This design comes from an exercise in tuning for small area, a short achievable clock period and few clock cycles per item on the open sky130 flow, not from production work. Function not checked in this run: the RTL went through the layout flow alone. Power figures rest on the tool's default switching activity, not on a simulated workload.

==> flow/design.v <==
`timescale 1ns/1ps
module fc_layer #(
    parameter INPUT_SIZE  = 16,
    parameter OUTPUT_SIZE = 8,
    parameter DATA_WIDTH  = 8
)(
    input  logic                          clk,
    input  logic                          reset,
    input  logic                          start,
    output logic                          done,
    input  logic signed [INPUT_SIZE*DATA_WIDTH-1:0]  input_data_flat,
    input  logic signed [OUTPUT_SIZE*INPUT_SIZE*DATA_WIDTH-1:0] weights_flat,
    input  logic signed [OUTPUT_SIZE*DATA_WIDTH-1:0]            bias_flat,
    output logic signed [OUTPUT_SIZE*DATA_WIDTH-1:0] output_data_flat
);
    logic [3:0] st;
    logic       valid;    
    logic       first, last, en;
    assign first = st[0];
    assign last  = st[3];
    assign en    = !first || start;
    always_ff @(posedge clk or posedge reset) begin
        if (reset) begin
            st    <= 4'b0001;
            done  <= 1'b0;
            valid <= 1'b0;
        end else begin
            if (en) st <= {st[2:0], st[3]};
            done <= last;
            if (last) valid <= 1'b1;
        end
    end
    logic [15:0] sgn, one, two;
    logic [15:0] sgnn, onen, twon, nz;
    always_comb begin
        for (int j = 0; j < 16; j++) begin
            logic b2, b1, b0;
            b2 = (st[0] & input_data_flat[8*j+1]) | (st[1] & input_data_flat[8*j+3]) |
                 (st[2] & input_data_flat[8*j+5]) | (st[3] & input_data_flat[8*j+7]);
            b1 = (st[0] & input_data_flat[8*j+0]) | (st[1] & input_data_flat[8*j+2]) |
                 (st[2] & input_data_flat[8*j+4]) | (st[3] & input_data_flat[8*j+6]);
            b0 = (st[1] & input_data_flat[8*j+1]) | (st[2] & input_data_flat[8*j+3]) |
                 (st[3] & input_data_flat[8*j+5]);
            sgn[j] = b2;
            one[j] = b1 ^ b0;
            two[j] = (b2 & !b1 & !b0) | (!b2 & b1 & b0);
            sgnn[j] = !sgn[j];
            onen[j] = !one[j];
            twon[j] = !two[j];
            nz[j]   = one[j] | two[j];
        end
    end
    logic [15:0] neg0, neg_n;
    logic [4:0]  e, e0, e_n, e_q;
    always_comb begin
        for (int j = 0; j < 16; j++) begin
            logic n2, n1, n0;
            n2 = (st[0] & input_data_flat[8*j+3]) | (st[1] & input_data_flat[8*j+5]) |
                 (st[2] & input_data_flat[8*j+7]);
            n1 = (st[0] & input_data_flat[8*j+2]) | (st[1] & input_data_flat[8*j+4]) |
                 (st[2] & input_data_flat[8*j+6]);
            n0 = (st[0] & input_data_flat[8*j+1]) | (st[1] & input_data_flat[8*j+3]) |
                 (st[2] & input_data_flat[8*j+5]);
            neg_n[j] = n2 & !(n1 & n0);
            neg0[j]  = input_data_flat[8*j+1];
        end
    end
    fc_popcount u_pc0 (.n(neg0), .e(e0));
    fc_popcount u_pcn (.n(neg_n), .e(e_n));
    always_ff @(posedge clk) e_q <= e_n;
    assign e = first ? 5'd0 : e_q;
    localparam logic [15:0] K0 = 16'hB000;
    logic [13:0] s_q  [OUTPUT_SIZE];
    logic [13:0] c_q  [OUTPUT_SIZE];
    logic [7:0]  lo_q [OUTPUT_SIZE];
    for (genvar i = 0; i < OUTPUT_SIZE; i++) begin : g_out
        logic [143:0] pp;
        logic [15:0]  as_, ac_;
        logic [15:2]  so, co;
        logic [1:0]   r;
        always_comb begin
            as_ = first ? {{8{bias_flat[8*i+7]}}, bias_flat[8*i +: 8]} : {2'b00, s_q[i]};
            ac_ = first ? (K0 | {11'd0, e0}) : {2'b00, c_q[i]};
        end
        for (genvar j = 0; j < 16; j++) begin : g_row
            logic [7:0] wnn;
            assign wnn = ~(weights_flat[8*(16*i+j) +: 8] ^ {8{sgn[j]}});
            fc_sel u_s0 (.a1(onen[j]), .a2(wnn[0]), .b1(twon[j]), .b2(sgnn[j]), .y(pp[9*j]));
            for (genvar t = 1; t < 8; t++) begin : g_bit
                fc_sel u_s (.a1(onen[j]), .a2(wnn[t]), .b1(twon[j]), .b2(wnn[t-1]), .y(pp[9*j+t]));
            end
            assign pp[9*j+8] = ~(nz[j] & ~wnn[7]);   
        end
        fc_csa u_csa (.pp(pp), .as_(as_), .ac_(ac_), .e(e), .r(r), .so(so), .co(co));
        always_ff @(posedge clk) begin
            if (en) begin
                s_q[i][7:0] <= so[9:2];
                c_q[i][7:0] <= co[9:2];
                lo_q[i]     <= {r, lo_q[i][7:2]};
            end
            s_q[i][13:8] <= so[15:10];
            c_q[i][13:8] <= co[15:10];
        end
        logic [7:0]  hi;
        logic [15:0] acc;
        assign hi  = s_q[i][7:0] + c_q[i][7:0];
        assign acc = {hi, lo_q[i]};
        always_comb begin
            if (!valid)
                output_data_flat[8*i +: 8] = 8'h00;
            else if (!acc[15] && acc[14:7] != 8'h00)
                output_data_flat[8*i +: 8] = 8'h7f;
            else if (acc[15] && acc[14:7] != 8'hff)
                output_data_flat[8*i +: 8] = 8'h80;
            else
                output_data_flat[8*i +: 8] = acc[7:0];
        end
    end
endmodule
module fc_sel (
    input  logic a1, a2, b1, b2,
    output logic y
);
    assign y = !((a1 | a2) & (b1 | b2));
endmodule
module fc_popcount (
  input  logic [15:0] n,
  output logic [4:0]  e
);
  wire ps1, pc2;
  fc_fa u_ps1 (.a(n[0]), .b(n[1]), .c(n[2]), .s(ps1), .co(pc2));
  wire ps3, pc4;
  fc_fa u_ps3 (.a(n[3]), .b(n[4]), .c(n[5]), .s(ps3), .co(pc4));
  wire ps5, pc6;
  fc_fa u_ps5 (.a(n[6]), .b(n[7]), .c(n[8]), .s(ps5), .co(pc6));
  wire ps7, pc8;
  fc_fa u_ps7 (.a(n[9]), .b(n[10]), .c(n[11]), .s(ps7), .co(pc8));
  wire ps9, pc10;
  fc_fa u_ps9 (.a(n[12]), .b(n[13]), .c(n[14]), .s(ps9), .co(pc10));
  wire ps11, pc12;
  fc_fa u_ps11 (.a(n[15]), .b(ps1), .c(ps3), .s(ps11), .co(pc12));
  wire ps13, pc14;
  fc_fa u_ps13 (.a(ps5), .b(ps7), .c(ps9), .s(ps13), .co(pc14));
  wire ps15, pc16;
  fc_ha u_ps15 (.a(ps11), .b(ps13), .s(ps15), .co(pc16));
  wire ps17, pc18;
  fc_fa u_ps17 (.a(pc2), .b(pc4), .c(pc6), .s(ps17), .co(pc18));
  wire ps19, pc20;
  fc_fa u_ps19 (.a(pc8), .b(pc10), .c(ps17), .s(ps19), .co(pc20));
  wire ps21, pc22;
  fc_fa u_ps21 (.a(pc12), .b(pc14), .c(pc16), .s(ps21), .co(pc22));
  wire ps23, pc24;
  fc_ha u_ps23 (.a(ps19), .b(ps21), .s(ps23), .co(pc24));
  wire ps25, pc26;
  fc_fa u_ps25 (.a(pc18), .b(pc20), .c(pc22), .s(ps25), .co(pc26));
  wire ps27, pc28;
  fc_ha u_ps27 (.a(pc24), .b(ps25), .s(ps27), .co(pc28));
  wire ps29, pc30;
  fc_ha u_ps29 (.a(pc26), .b(pc28), .s(ps29), .co(pc30));
  assign e[0] = ps15;
  assign e[1] = ps23;
  assign e[2] = ps27;
  assign e[3] = ps29;
  assign e[4] = pc30;
endmodule
module fc_csa (
  input  logic [143:0] pp,
  input  logic [15:0]  as_,
  input  logic [15:0]  ac_,
  input  logic [4:0]   e,
  output logic [1:0]   r,
  output logic [15:2]  so,
  output logic [15:2]  co
);
  wire ts1, tc2;
  fc_fa u_ts1 (.a(as_[0]), .b(ac_[0]), .c(e[0]), .s(ts1), .co(tc2));
  wire ts3, tc4;
  fc_fa u_ts3 (.a(ts1), .b(pp[0]), .c(pp[9]), .s(ts3), .co(tc4));
  wire ts5, tc6;
  fc_fa u_ts5 (.a(pp[18]), .b(pp[27]), .c(pp[36]), .s(ts5), .co(tc6));
  wire ts7, tc8;
  fc_fa u_ts7 (.a(pp[45]), .b(pp[54]), .c(pp[63]), .s(ts7), .co(tc8));
  wire ts9, tc10;
  fc_fa u_ts9 (.a(pp[72]), .b(pp[81]), .c(pp[90]), .s(ts9), .co(tc10));
  wire ts11, tc12;
  fc_fa u_ts11 (.a(pp[99]), .b(pp[108]), .c(pp[117]), .s(ts11), .co(tc12));
  wire ts13, tc14;
  fc_fa u_ts13 (.a(pp[126]), .b(pp[135]), .c(ts3), .s(ts13), .co(tc14));
  wire ts15, tc16;
  fc_fa u_ts15 (.a(ts5), .b(ts7), .c(ts9), .s(ts15), .co(tc16));
  wire ts17, tc18;
  fc_fa u_ts17 (.a(ts11), .b(ts13), .c(ts15), .s(ts17), .co(tc18));
  wire ts19, tc20;
  fc_fa u_ts19 (.a(as_[1]), .b(ac_[1]), .c(e[1]), .s(ts19), .co(tc20));
  wire ts21, tc22;
  fc_fa u_ts21 (.a(tc2), .b(ts19), .c(pp[1]), .s(ts21), .co(tc22));
  wire ts23, tc24;
  fc_fa u_ts23 (.a(pp[10]), .b(pp[19]), .c(pp[28]), .s(ts23), .co(tc24));
  wire ts25, tc26;
  fc_fa u_ts25 (.a(pp[37]), .b(pp[46]), .c(pp[55]), .s(ts25), .co(tc26));
  wire ts27, tc28;
  fc_fa u_ts27 (.a(pp[64]), .b(pp[73]), .c(pp[82]), .s(ts27), .co(tc28));
  wire ts29, tc30;
  fc_fa u_ts29 (.a(pp[91]), .b(pp[100]), .c(pp[109]), .s(ts29), .co(tc30));
  wire ts31, tc32;
  fc_fa u_ts31 (.a(pp[118]), .b(pp[127]), .c(pp[136]), .s(ts31), .co(tc32));
  wire ts33, tc34;
  fc_fa u_ts33 (.a(tc4), .b(tc6), .c(tc8), .s(ts33), .co(tc34));
  wire ts35, tc36;
  fc_fa u_ts35 (.a(tc10), .b(tc12), .c(ts21), .s(ts35), .co(tc36));
  wire ts37, tc38;
  fc_fa u_ts37 (.a(ts23), .b(ts25), .c(ts27), .s(ts37), .co(tc38));
  wire ts39, tc40;
  fc_fa u_ts39 (.a(ts29), .b(ts31), .c(tc14), .s(ts39), .co(tc40));
  wire ts41, tc42;
  fc_fa u_ts41 (.a(tc16), .b(ts33), .c(ts35), .s(ts41), .co(tc42));
  wire ts43, tc44;
  fc_fa u_ts43 (.a(ts37), .b(tc18), .c(ts39), .s(ts43), .co(tc44));
  wire ts45, tc46;
  fc_ha u_ts45 (.a(ts41), .b(ts43), .s(ts45), .co(tc46));
  wire ts47, tc48;
  fc_fa u_ts47 (.a(as_[2]), .b(ac_[2]), .c(e[2]), .s(ts47), .co(tc48));
  wire ts49, tc50;
  fc_fa u_ts49 (.a(tc20), .b(ts47), .c(pp[2]), .s(ts49), .co(tc50));
  wire ts51, tc52;
  fc_fa u_ts51 (.a(pp[11]), .b(pp[20]), .c(pp[29]), .s(ts51), .co(tc52));
  wire ts53, tc54;
  fc_fa u_ts53 (.a(pp[38]), .b(pp[47]), .c(pp[56]), .s(ts53), .co(tc54));
  wire ts55, tc56;
  fc_fa u_ts55 (.a(pp[65]), .b(pp[74]), .c(pp[83]), .s(ts55), .co(tc56));
  wire ts57, tc58;
  fc_fa u_ts57 (.a(pp[92]), .b(pp[101]), .c(pp[110]), .s(ts57), .co(tc58));
  wire ts59, tc60;
  fc_fa u_ts59 (.a(pp[119]), .b(pp[128]), .c(pp[137]), .s(ts59), .co(tc60));
  wire ts61, tc62;
  fc_fa u_ts61 (.a(tc22), .b(tc24), .c(tc26), .s(ts61), .co(tc62));
  wire ts63, tc64;
  fc_fa u_ts63 (.a(tc28), .b(tc30), .c(tc32), .s(ts63), .co(tc64));
  wire ts65, tc66;
  fc_fa u_ts65 (.a(ts49), .b(ts51), .c(ts53), .s(ts65), .co(tc66));
  wire ts67, tc68;
  fc_fa u_ts67 (.a(ts55), .b(ts57), .c(ts59), .s(ts67), .co(tc68));
  wire ts69, tc70;
  fc_fa u_ts69 (.a(tc34), .b(tc36), .c(tc38), .s(ts69), .co(tc70));
  wire ts71, tc72;
  fc_fa u_ts71 (.a(ts61), .b(ts63), .c(ts65), .s(ts71), .co(tc72));
  wire ts73, tc74;
  fc_fa u_ts73 (.a(ts67), .b(tc40), .c(tc42), .s(ts73), .co(tc74));
  wire ts75, tc76;
  fc_fa u_ts75 (.a(ts69), .b(ts71), .c(tc44), .s(ts75), .co(tc76));
  wire ts77, tc78;
  fc_ha u_ts77 (.a(ts73), .b(tc46), .s(ts77), .co(tc78));
  wire ts79, tc80;
  fc_fa u_ts79 (.a(as_[3]), .b(ac_[3]), .c(e[3]), .s(ts79), .co(tc80));
  wire ts81, tc82;
  fc_fa u_ts81 (.a(tc48), .b(ts79), .c(pp[3]), .s(ts81), .co(tc82));
  wire ts83, tc84;
  fc_fa u_ts83 (.a(pp[12]), .b(pp[21]), .c(pp[30]), .s(ts83), .co(tc84));
  wire ts85, tc86;
  fc_fa u_ts85 (.a(pp[39]), .b(pp[48]), .c(pp[57]), .s(ts85), .co(tc86));
  wire ts87, tc88;
  fc_fa u_ts87 (.a(pp[66]), .b(pp[75]), .c(pp[84]), .s(ts87), .co(tc88));
  wire ts89, tc90;
  fc_fa u_ts89 (.a(pp[93]), .b(pp[102]), .c(pp[111]), .s(ts89), .co(tc90));
  wire ts91, tc92;
  fc_fa u_ts91 (.a(pp[120]), .b(pp[129]), .c(pp[138]), .s(ts91), .co(tc92));
  wire ts93, tc94;
  fc_fa u_ts93 (.a(tc50), .b(tc52), .c(tc54), .s(ts93), .co(tc94));
  wire ts95, tc96;
  fc_fa u_ts95 (.a(tc56), .b(tc58), .c(tc60), .s(ts95), .co(tc96));
  wire ts97, tc98;
  fc_fa u_ts97 (.a(ts81), .b(ts83), .c(ts85), .s(ts97), .co(tc98));
  wire ts99, tc100;
  fc_fa u_ts99 (.a(ts87), .b(ts89), .c(ts91), .s(ts99), .co(tc100));
  wire ts101, tc102;
  fc_fa u_ts101 (.a(tc62), .b(tc64), .c(tc66), .s(ts101), .co(tc102));
  wire ts103, tc104;
  fc_fa u_ts103 (.a(tc68), .b(ts93), .c(ts95), .s(ts103), .co(tc104));
  wire ts105, tc106;
  fc_fa u_ts105 (.a(ts97), .b(ts99), .c(tc70), .s(ts105), .co(tc106));
  wire ts107, tc108;
  fc_fa u_ts107 (.a(tc72), .b(ts101), .c(ts103), .s(ts107), .co(tc108));
  wire ts109, tc110;
  fc_fa u_ts109 (.a(tc74), .b(ts105), .c(ts107), .s(ts109), .co(tc110));
  wire ts111, tc112;
  fc_ha u_ts111 (.a(tc76), .b(ts109), .s(ts111), .co(tc112));
  wire ts113, tc114;
  fc_fa u_ts113 (.a(as_[4]), .b(ac_[4]), .c(e[4]), .s(ts113), .co(tc114));
  wire ts115, tc116;
  fc_fa u_ts115 (.a(tc80), .b(ts113), .c(pp[4]), .s(ts115), .co(tc116));
  wire ts117, tc118;
  fc_fa u_ts117 (.a(pp[13]), .b(pp[22]), .c(pp[31]), .s(ts117), .co(tc118));
  wire ts119, tc120;
  fc_fa u_ts119 (.a(pp[40]), .b(pp[49]), .c(pp[58]), .s(ts119), .co(tc120));
  wire ts121, tc122;
  fc_fa u_ts121 (.a(pp[67]), .b(pp[76]), .c(pp[85]), .s(ts121), .co(tc122));
  wire ts123, tc124;
  fc_fa u_ts123 (.a(pp[94]), .b(pp[103]), .c(pp[112]), .s(ts123), .co(tc124));
  wire ts125, tc126;
  fc_fa u_ts125 (.a(pp[121]), .b(pp[130]), .c(pp[139]), .s(ts125), .co(tc126));
  wire ts127, tc128;
  fc_fa u_ts127 (.a(tc82), .b(tc84), .c(tc86), .s(ts127), .co(tc128));
  wire ts129, tc130;
  fc_fa u_ts129 (.a(tc88), .b(tc90), .c(tc92), .s(ts129), .co(tc130));
  wire ts131, tc132;
  fc_fa u_ts131 (.a(ts115), .b(ts117), .c(ts119), .s(ts131), .co(tc132));
  wire ts133, tc134;
  fc_fa u_ts133 (.a(ts121), .b(ts123), .c(ts125), .s(ts133), .co(tc134));
  wire ts135, tc136;
  fc_fa u_ts135 (.a(tc94), .b(tc96), .c(tc98), .s(ts135), .co(tc136));
  wire ts137, tc138;
  fc_fa u_ts137 (.a(tc100), .b(ts127), .c(ts129), .s(ts137), .co(tc138));
  wire ts139, tc140;
  fc_fa u_ts139 (.a(ts131), .b(ts133), .c(tc102), .s(ts139), .co(tc140));
  wire ts141, tc142;
  fc_fa u_ts141 (.a(tc104), .b(ts135), .c(ts137), .s(ts141), .co(tc142));
  wire ts143, tc144;
  fc_fa u_ts143 (.a(tc106), .b(tc108), .c(ts139), .s(ts143), .co(tc144));
  wire ts145, tc146;
  fc_fa u_ts145 (.a(ts141), .b(tc110), .c(ts143), .s(ts145), .co(tc146));
  wire ts147, tc148;
  fc_fa u_ts147 (.a(as_[5]), .b(ac_[5]), .c(tc114), .s(ts147), .co(tc148));
  wire ts149, tc150;
  fc_fa u_ts149 (.a(ts147), .b(pp[5]), .c(pp[14]), .s(ts149), .co(tc150));
  wire ts151, tc152;
  fc_fa u_ts151 (.a(pp[23]), .b(pp[32]), .c(pp[41]), .s(ts151), .co(tc152));
  wire ts153, tc154;
  fc_fa u_ts153 (.a(pp[50]), .b(pp[59]), .c(pp[68]), .s(ts153), .co(tc154));
  wire ts155, tc156;
  fc_fa u_ts155 (.a(pp[77]), .b(pp[86]), .c(pp[95]), .s(ts155), .co(tc156));
  wire ts157, tc158;
  fc_fa u_ts157 (.a(pp[104]), .b(pp[113]), .c(pp[122]), .s(ts157), .co(tc158));
  wire ts159, tc160;
  fc_fa u_ts159 (.a(pp[131]), .b(pp[140]), .c(tc116), .s(ts159), .co(tc160));
  wire ts161, tc162;
  fc_fa u_ts161 (.a(tc118), .b(tc120), .c(tc122), .s(ts161), .co(tc162));
  wire ts163, tc164;
  fc_fa u_ts163 (.a(tc124), .b(tc126), .c(ts149), .s(ts163), .co(tc164));
  wire ts165, tc166;
  fc_fa u_ts165 (.a(ts151), .b(ts153), .c(ts155), .s(ts165), .co(tc166));
  wire ts167, tc168;
  fc_fa u_ts167 (.a(ts157), .b(tc128), .c(tc130), .s(ts167), .co(tc168));
  wire ts169, tc170;
  fc_fa u_ts169 (.a(tc132), .b(tc134), .c(ts159), .s(ts169), .co(tc170));
  wire ts171, tc172;
  fc_fa u_ts171 (.a(ts161), .b(ts163), .c(ts165), .s(ts171), .co(tc172));
  wire ts173, tc174;
  fc_fa u_ts173 (.a(tc136), .b(tc138), .c(ts167), .s(ts173), .co(tc174));
  wire ts175, tc176;
  fc_fa u_ts175 (.a(ts169), .b(ts171), .c(tc140), .s(ts175), .co(tc176));
  wire ts177, tc178;
  fc_fa u_ts177 (.a(tc142), .b(ts173), .c(ts175), .s(ts177), .co(tc178));
  wire ts179, tc180;
  fc_ha u_ts179 (.a(tc144), .b(ts177), .s(ts179), .co(tc180));
  wire ts181, tc182;
  fc_fa u_ts181 (.a(as_[6]), .b(ac_[6]), .c(tc148), .s(ts181), .co(tc182));
  wire ts183, tc184;
  fc_fa u_ts183 (.a(ts181), .b(pp[6]), .c(pp[15]), .s(ts183), .co(tc184));
  wire ts185, tc186;
  fc_fa u_ts185 (.a(pp[24]), .b(pp[33]), .c(pp[42]), .s(ts185), .co(tc186));
  wire ts187, tc188;
  fc_fa u_ts187 (.a(pp[51]), .b(pp[60]), .c(pp[69]), .s(ts187), .co(tc188));
  wire ts189, tc190;
  fc_fa u_ts189 (.a(pp[78]), .b(pp[87]), .c(pp[96]), .s(ts189), .co(tc190));
  wire ts191, tc192;
  fc_fa u_ts191 (.a(pp[105]), .b(pp[114]), .c(pp[123]), .s(ts191), .co(tc192));
  wire ts193, tc194;
  fc_fa u_ts193 (.a(pp[132]), .b(pp[141]), .c(tc150), .s(ts193), .co(tc194));
  wire ts195, tc196;
  fc_fa u_ts195 (.a(tc152), .b(tc154), .c(tc156), .s(ts195), .co(tc196));
  wire ts197, tc198;
  fc_fa u_ts197 (.a(tc158), .b(ts183), .c(ts185), .s(ts197), .co(tc198));
  wire ts199, tc200;
  fc_fa u_ts199 (.a(ts187), .b(ts189), .c(ts191), .s(ts199), .co(tc200));
  wire ts201, tc202;
  fc_fa u_ts201 (.a(tc160), .b(tc162), .c(tc164), .s(ts201), .co(tc202));
  wire ts203, tc204;
  fc_fa u_ts203 (.a(tc166), .b(ts193), .c(ts195), .s(ts203), .co(tc204));
  wire ts205, tc206;
  fc_fa u_ts205 (.a(ts197), .b(ts199), .c(tc168), .s(ts205), .co(tc206));
  wire ts207, tc208;
  fc_fa u_ts207 (.a(tc170), .b(tc172), .c(ts201), .s(ts207), .co(tc208));
  wire ts209, tc210;
  fc_fa u_ts209 (.a(ts203), .b(tc174), .c(ts205), .s(ts209), .co(tc210));
  wire ts211, tc212;
  fc_fa u_ts211 (.a(ts207), .b(tc176), .c(ts209), .s(ts211), .co(tc212));
  wire ts213, tc214;
  fc_ha u_ts213 (.a(tc178), .b(ts211), .s(ts213), .co(tc214));
  wire ts215, tc216;
  fc_fa u_ts215 (.a(as_[7]), .b(ac_[7]), .c(tc182), .s(ts215), .co(tc216));
  wire ts217, tc218;
  fc_fa u_ts217 (.a(pp[7]), .b(pp[16]), .c(pp[25]), .s(ts217), .co(tc218));
  wire ts219, tc220;
  fc_fa u_ts219 (.a(pp[34]), .b(pp[43]), .c(pp[52]), .s(ts219), .co(tc220));
  wire ts221, tc222;
  fc_fa u_ts221 (.a(pp[61]), .b(pp[70]), .c(pp[79]), .s(ts221), .co(tc222));
  wire ts223, tc224;
  fc_fa u_ts223 (.a(pp[88]), .b(pp[97]), .c(pp[106]), .s(ts223), .co(tc224));
  wire ts225, tc226;
  fc_fa u_ts225 (.a(pp[115]), .b(pp[124]), .c(pp[133]), .s(ts225), .co(tc226));
  wire ts227, tc228;
  fc_fa u_ts227 (.a(pp[142]), .b(ts215), .c(tc184), .s(ts227), .co(tc228));
  wire ts229, tc230;
  fc_fa u_ts229 (.a(tc186), .b(tc188), .c(tc190), .s(ts229), .co(tc230));
  wire ts231, tc232;
  fc_fa u_ts231 (.a(tc192), .b(ts217), .c(ts219), .s(ts231), .co(tc232));
  wire ts233, tc234;
  fc_fa u_ts233 (.a(ts221), .b(ts223), .c(ts225), .s(ts233), .co(tc234));
  wire ts235, tc236;
  fc_fa u_ts235 (.a(tc194), .b(tc196), .c(tc198), .s(ts235), .co(tc236));
  wire ts237, tc238;
  fc_fa u_ts237 (.a(tc200), .b(ts227), .c(ts229), .s(ts237), .co(tc238));
  wire ts239, tc240;
  fc_fa u_ts239 (.a(ts231), .b(ts233), .c(tc202), .s(ts239), .co(tc240));
  wire ts241, tc242;
  fc_fa u_ts241 (.a(tc204), .b(ts235), .c(ts237), .s(ts241), .co(tc242));
  wire ts243, tc244;
  fc_fa u_ts243 (.a(tc206), .b(tc208), .c(ts239), .s(ts243), .co(tc244));
  wire ts245, tc246;
  fc_fa u_ts245 (.a(ts241), .b(tc210), .c(ts243), .s(ts245), .co(tc246));
  wire ts247, tc248;
  fc_ha u_ts247 (.a(tc212), .b(ts245), .s(ts247), .co(tc248));
  wire ts249, tc250;
  fc_fa u_ts249 (.a(as_[8]), .b(ac_[8]), .c(pp[8]), .s(ts249), .co(tc250));
  wire ts251, tc252;
  fc_fa u_ts251 (.a(pp[17]), .b(pp[26]), .c(pp[35]), .s(ts251), .co(tc252));
  wire ts253, tc254;
  fc_fa u_ts253 (.a(pp[44]), .b(pp[53]), .c(pp[62]), .s(ts253), .co(tc254));
  wire ts255, tc256;
  fc_fa u_ts255 (.a(pp[71]), .b(pp[80]), .c(pp[89]), .s(ts255), .co(tc256));
  wire ts257, tc258;
  fc_fa u_ts257 (.a(pp[98]), .b(pp[107]), .c(pp[116]), .s(ts257), .co(tc258));
  wire ts259, tc260;
  fc_fa u_ts259 (.a(pp[125]), .b(pp[134]), .c(pp[143]), .s(ts259), .co(tc260));
  wire ts261, tc262;
  fc_fa u_ts261 (.a(tc216), .b(tc218), .c(tc220), .s(ts261), .co(tc262));
  wire ts263, tc264;
  fc_fa u_ts263 (.a(tc222), .b(tc224), .c(tc226), .s(ts263), .co(tc264));
  wire ts265, tc266;
  fc_fa u_ts265 (.a(ts249), .b(ts251), .c(ts253), .s(ts265), .co(tc266));
  wire ts267, tc268;
  fc_fa u_ts267 (.a(ts255), .b(ts257), .c(ts259), .s(ts267), .co(tc268));
  wire ts269, tc270;
  fc_fa u_ts269 (.a(tc228), .b(tc230), .c(tc232), .s(ts269), .co(tc270));
  wire ts271, tc272;
  fc_fa u_ts271 (.a(tc234), .b(ts261), .c(ts263), .s(ts271), .co(tc272));
  wire ts273, tc274;
  fc_fa u_ts273 (.a(ts265), .b(ts267), .c(tc236), .s(ts273), .co(tc274));
  wire ts275, tc276;
  fc_fa u_ts275 (.a(tc238), .b(ts269), .c(ts271), .s(ts275), .co(tc276));
  wire ts277, tc278;
  fc_fa u_ts277 (.a(tc240), .b(tc242), .c(ts273), .s(ts277), .co(tc278));
  wire ts279, tc280;
  fc_fa u_ts279 (.a(ts275), .b(tc244), .c(ts277), .s(ts279), .co(tc280));
  wire ts281, tc282;
  fc_ha u_ts281 (.a(tc246), .b(ts279), .s(ts281), .co(tc282));
  wire ts283, tc284;
  fc_fa u_ts283 (.a(as_[9]), .b(ac_[9]), .c(tc250), .s(ts283), .co(tc284));
  wire ts285, tc286;
  fc_fa u_ts285 (.a(tc252), .b(tc254), .c(tc256), .s(ts285), .co(tc286));
  wire ts287, tc288;
  fc_fa u_ts287 (.a(tc258), .b(tc260), .c(tc262), .s(ts287), .co(tc288));
  wire ts289, tc290;
  fc_fa u_ts289 (.a(tc264), .b(tc266), .c(tc268), .s(ts289), .co(tc290));
  wire ts291, tc292;
  fc_fa u_ts291 (.a(ts283), .b(ts285), .c(tc270), .s(ts291), .co(tc292));
  wire ts293, tc294;
  fc_fa u_ts293 (.a(tc272), .b(ts287), .c(ts289), .s(ts293), .co(tc294));
  wire ts295, tc296;
  fc_fa u_ts295 (.a(tc274), .b(tc276), .c(ts291), .s(ts295), .co(tc296));
  wire ts297, tc298;
  fc_fa u_ts297 (.a(ts293), .b(tc278), .c(ts295), .s(ts297), .co(tc298));
  wire ts299, tc300;
  fc_ha u_ts299 (.a(tc280), .b(ts297), .s(ts299), .co(tc300));
  wire ts301, tc302;
  fc_fa u_ts301 (.a(as_[10]), .b(ac_[10]), .c(tc284), .s(ts301), .co(tc302));
  wire ts303, tc304;
  fc_fa u_ts303 (.a(tc286), .b(tc288), .c(tc290), .s(ts303), .co(tc304));
  wire ts305, tc306;
  fc_fa u_ts305 (.a(ts301), .b(tc292), .c(tc294), .s(ts305), .co(tc306));
  wire ts307, tc308;
  fc_fa u_ts307 (.a(ts303), .b(tc296), .c(ts305), .s(ts307), .co(tc308));
  wire ts309, tc310;
  fc_ha u_ts309 (.a(tc298), .b(ts307), .s(ts309), .co(tc310));
  wire ts311, tc312;
  fc_fa u_ts311 (.a(as_[11]), .b(ac_[11]), .c(tc302), .s(ts311), .co(tc312));
  wire ts313, tc314;
  fc_fa u_ts313 (.a(tc304), .b(ts311), .c(tc306), .s(ts313), .co(tc314));
  wire ts315, tc316;
  fc_ha u_ts315 (.a(tc308), .b(ts313), .s(ts315), .co(tc316));
  wire ts317, tc318;
  fc_fa u_ts317 (.a(as_[12]), .b(ac_[12]), .c(tc312), .s(ts317), .co(tc318));
  wire ts319, tc320;
  fc_ha u_ts319 (.a(ts317), .b(tc314), .s(ts319), .co(tc320));
  wire ts321, tc322;
  fc_fa u_ts321 (.a(as_[13]), .b(ac_[13]), .c(tc318), .s(ts321), .co(tc322));
  wire ts323, tc324;
  fc_ha u_ts323 (.a(as_[14]), .b(ac_[14]), .s(ts323), .co(tc324));
  wire ts325, tc326;
  fc_ha u_ts325 (.a(as_[15]), .b(ac_[15]), .s(ts325), .co(tc326));
  assign r[0] = ts17;
  assign r[1] = ts45;
  assign so[2] = ts75;
  assign co[2] = ts77;
  assign so[3] = tc78;
  assign co[3] = ts111;
  assign so[4] = tc112;
  assign co[4] = ts145;
  assign so[5] = tc146;
  assign co[5] = ts179;
  assign so[6] = tc180;
  assign co[6] = ts213;
  assign so[7] = tc214;
  assign co[7] = ts247;
  assign so[8] = tc248;
  assign co[8] = ts281;
  assign so[9] = tc282;
  assign co[9] = ts299;
  assign so[10] = tc300;
  assign co[10] = ts309;
  assign so[11] = tc310;
  assign co[11] = ts315;
  assign so[12] = tc316;
  assign co[12] = ts319;
  assign so[13] = tc320;
  assign co[13] = ts321;
  assign so[14] = tc322;
  assign co[14] = ts323;
  assign so[15] = tc324;
  assign co[15] = ts325;
endmodule
module fc_fa (
  input  logic a, b, c,
  output logic s, co
);
  assign s  = a ^ b ^ c;
  assign co = (a & b) | (a & c) | (b & c);
endmodule
module fc_ha (
  input  logic a, b,
  output logic s, co
);
  assign s  = a ^ b;
  assign co = a & b;
endmodule
==> flow/flow/run.sh <==
#!/bin/bash
# The standard layout, except that the ports are buffered with sky130_fd_sc_hd__buf_1
# rather than the delay buffer buffer_ports picks by itself.
set -euo pipefail
bash standard.sh "BUFFER_PORTS_ARGS=-buffer_cell sky130_fd_sc_hd__buf_1" finish > run_make.log 2>&1
==> flow/standard.sh <==
#!/bin/bash
# synth_recipe.tcl (not shown) runs the flow's synth.tcl, then flattens the netlist and writes it again
# the make line also repeats each setting of config.mk as NAME=value (left out here)
make -C /OpenROAD-flow-scripts/flow DESIGN_CONFIG=/design/flow/config.mk WORK_HOME=/design/flow/orfs CLKGATE_MAP_FILE= SYNTH_SCRIPT=/design/flow/synth_recipe.tcl "${@:-finish}"
==> flow/config.mk <==
export PLATFORM = sky130hd
export DESIGN_NAME = fc_layer
export DESIGN_NICKNAME = fc_layer
export VERILOG_FILES = /design/flow/design.v
export SDC_FILE = /design/flow/constraint.sdc
export NUM_CORES = 4
export LEC_CHECK = 0
export CAP_MARGIN = 20
export CORE_AREA = 5 5 435 435
export DIE_AREA = 0 0 440 440
export SETUP_SLACK_MARGIN = 3
export SLEW_MARGIN = 20
export SYNTH_HIERARCHICAL = 1
export SYNTH_MINIMUM_KEEP_SIZE = 0
==> flow/constraint.sdc <==
create_clock -name core_clock -period 10.0 [get_ports {clk}]
set_input_delay 2.0000 -clock core_clock [delete_from_list [all_inputs] [get_ports {clk}]]
set_output_delay 2.0000 -clock core_clock [all_outputs]
set_load 0.01 [all_outputs]
==> metrics.yaml <==
status:
  status: "complete, no violations"
floorplanning:
  coreArea_um2: 183500
  die_h_um: 440
  start_util_pct: 32.88
  die_area_um2: 193600
  rows: 157
  die-width_um: 440
  io_pins: 1284
clocking:
  cts.sinks: 299
  cts_buffer_depth: 3
  clk_pin_slew_worst_paths_ps: 70
  clk-insertion-delay-late_ps: 650
  cts_buffers: 46
  cts_hold_buf: 0
  cts_tree: "built"
  cts-root-buf: "clkbuf_16"
  h-tree-depth: 2
critical_path:
  path_delay_family: "adder cells"
  critPathMostFrequentCell: "fa_2"
  crit_slowest_cell: "fa_2"
  endpoint_kind: "register"
  arrival_ps: 9160
  crit_required_ps: 10410
  startpoint_type: "input pin"
  max_stage_delay_ps: 590
  cp_cell_sequence: "buf_8 -> fa_2 -> fa_1 -> ha_2 -> fa_2 -> fa_1 -> ha_2 -> ha_4 -> nand2_8 -> buf_12 -> o21ai_4 -> fa_2 -> fa_2 -> fa_2 -> fa_2 -> fa_2 -> fa_2 -> fa_2 -> fa_2 -> fa_2 -> ha_2"
  critPathKind: "input pin to register"
  r2r-start: "st[1]"
  cp_max_fo: 4
  cp-startpoint: "input_data_flat[113]"
  crit_buf_inv: 2
logic_synthesis:
  ys_ff_latch: 299
  synthFlopType: "edfxtp_1"
  synth-edff-count: 192
  synth_top_area_share_pct: 40.81
  syn_inst: 5359
  synth.largest_area_cell: "fa_1"
  yosysSeqAreaShare_pct: 13.16
  synth_common_cells: "fa_1, xnor2_1, o22ai_1"
  syn_area_um2: 60330
  synth.distinct_cells: 69
  synth.most_common_cell: "fa_1"
  postSynthAreaPerCell_um2: 11.26
  async_flop_share_pct: 2.007
  yosys-top-cells-area: "fa_1, xnor2_1, o22ai_1"
  ys_warn_count: 10
sta:
  fin_worst_skew_ps: 32.64
  drv_slew: 0
  rsz0062_at_grt: "yes"
  setup_ws_ps: 1252
  setup_violations: 0
  hold_violations: 0
  tns_ps: 0
  slew_headroom_pct: 3.079
  period_share_pct: 87.48
  max_freq_ghz: 0.1143
  fin_crit_ps: 8748
  worstMarginPinSlew_ps: 1451
final_layout:
  syn_to_final_growth_pct: 17.17
  final_layout_size_suffix_gt1_share_pct: 12.24
  nNetsFinal: 9043
  fillers: 18520
  ff_latch_area_um2: 7949
  utilization_pct: 38.53
  multi_input_area_um2: 51020
route:
  dr.first_iter.drc_count: 8140
  vias_per_cell: 6.280
  drc_errors: 0
  vias: 56670
  drt-wirelength-per-cell_um: 41.49
  ant_nets: 0
  drt_first_pass_iters: 9
  wl_um: 374400
placement:
  dpl.hpwl_um: 296600
  gp_congestion: 1.003
  port_buffers: 1283
  pre_cts_slack_ps: 342.3
power:
  leakagePower_uw: 0.02598
  vdd_drop_max_mv: 0.1232
  p_per_area_nw_per_um2: 111.2
global_routing:
  grt_first_pass_wirelength_um: 489500
  grt_pass1_vias: 58860
  grt_overflow: 0
  antenna_found_initial: 107
  grt_max_degree: 113
  groute.usage.overall_pct: 37.27
min_path:
  hp-class: "register to register"
  min_from: "lo_q[2][3]"
job:
  cap_violations: 0
Yosys stat by module, one instance, submodules excluded:
module       times used  area (um^2)  flops+latches  cells
fc_layer              1        26190            299   2751
fc_csa                8        225.2              0     30
fc_popcount           2        37.54              0      5
fc_fa              1222        20.02              0      1
fc_ha               112        12.51              0      1
fc_sel             1024        6.256              0      1
cell usage in the layout, fill, tap and decap left out, drive strengths merged, types with 32 or more instances in the layout:
cell type / instances
buf: 1435
fa: 1230
xnor2: 1055
o22ai: 1024
edfxtp: 192
ha: 168
nand2: 149
o21ai: 133
nand2b: 132
inv: 132
nor2: 115
dfxtp: 101
diode: 95
nor2b: 63
mux2: 60
clkbuf: 59
a21oi: 56
a222oi: 48
a22oi: 48
o21a: 32
per-layer routing:
metal	GRT usage [%]	share of wire, %	vias to the layer above
met2	53.36	42	5345
met4	29.62	9.0	24
met3	13.81	13	1303
li1	-	-	21200
met1	44.92	35	28800
met5	0.5544	0.068	-
logic make-up after synthesis:
family	share of synthesized area [%]
AOI/OAI and AO/OA	15.32
adders and majority gates	44.30
xor gates and xnor gates	16.00
buffers and inverters	5.531
and+or+nand+nor	4.571
DFF	13.16
muxes	1.120
other	0.006215
final timing paths:
kind / to / slack [ps] / depth (start not counted)
max: c_q[2][6] / 1250 / 21
min reg2reg: lo_q[2][1] / 450 / 0
min: lo_q[2][1] / 450 / 0
max in group asynchronous: st[0] / 8430 / 2
min in group asynchronous: st[2] / 1280 / 2
max reg2reg: c_q[4][8] / 2120 / 14
state kept, by name, summed over array words and instances (netlist names):
register  flops
st            4
valid         1
done          1
lo_q         64
s_q         112
e_q           5
c_q         112
stage by stage:
step | instances | hold slack, ps | total power [uW] | instance area [um^2]
3_3_place_gp | 8823 | 432.7 | 5583 | 67890
4_1_cts | 8924 | 449.9 | 7624 | 70050
2_1_floorplan | 5366 | 351.9 | 5355 | 61140
5_1_grt | 8967 | 451.5 | 8473 | 70560
6_report | 9023 | 450.3 | 7864 | 70700
3_5_place_dp | 8826 | 432.8 | 5681 | 67960
power breakdown:
part           switching (uW)  leakage (uW)  total (uW)  internal (uW)
combinational            2230        0.0222        4120           1890
clock                     735      0.000759        1700            962
sequential                226       0.00305        2050           1820
total                    3190        0.0260        7860           4670
cell type report:
cell class | instances | area share [%]
diodes | 95 | 0.3363
flip-flops and latches | 299 | 11.24
clock inverters | 28 | 0.3646
well taps | 2464 | 4.361
multi-input cells | 4518 | 72.17
inverters | 125 | 0.6637
clock buffers | 58 | 1.793
repair buffers | 1436 | 9.069
repair_timing:
item | 4_1_cts | 5_1_grt
endpoints found under the setup margin | 188 | 191
gates cloned | 0 | 0
setup buffers | 12 | 0
resized for setup | 131 | 68
endpoints found under the hold margin | 0 | 0
pin swaps | 126 | 67

static timing again, ports no longer ideal:
The flow's constraints put no driver on any port. The routed layout listed below was extracted and timed again, unchanged, in two steps. Step 1 assumes that a clkbuf_16 drives the clock port and a buf_2 every other input. Step 2 adds t to the input delays and takes it off the output delays; t is the mean of the earliest and latest rising clock arrival at the registers after step 1. Input paths then give back, and output paths get back, about the clock's delay inside the block. Three values: no drivers, after step 1, after step 2; two values: the first two.
shift t [ns]: 0.726
setup slack, ns: 1.252 / 1.300 / 0.574
worst setup path at the end: input to register
slew at the worst register clock pin (ns): 0.07 / 0.07
worst data-port slew with drivers (ns): 0.34
After both steps setup and hold are still met in this run. For this run, drivers alone change the setup slack by +0.048 ns; drivers and shift together by -0.678 ns.
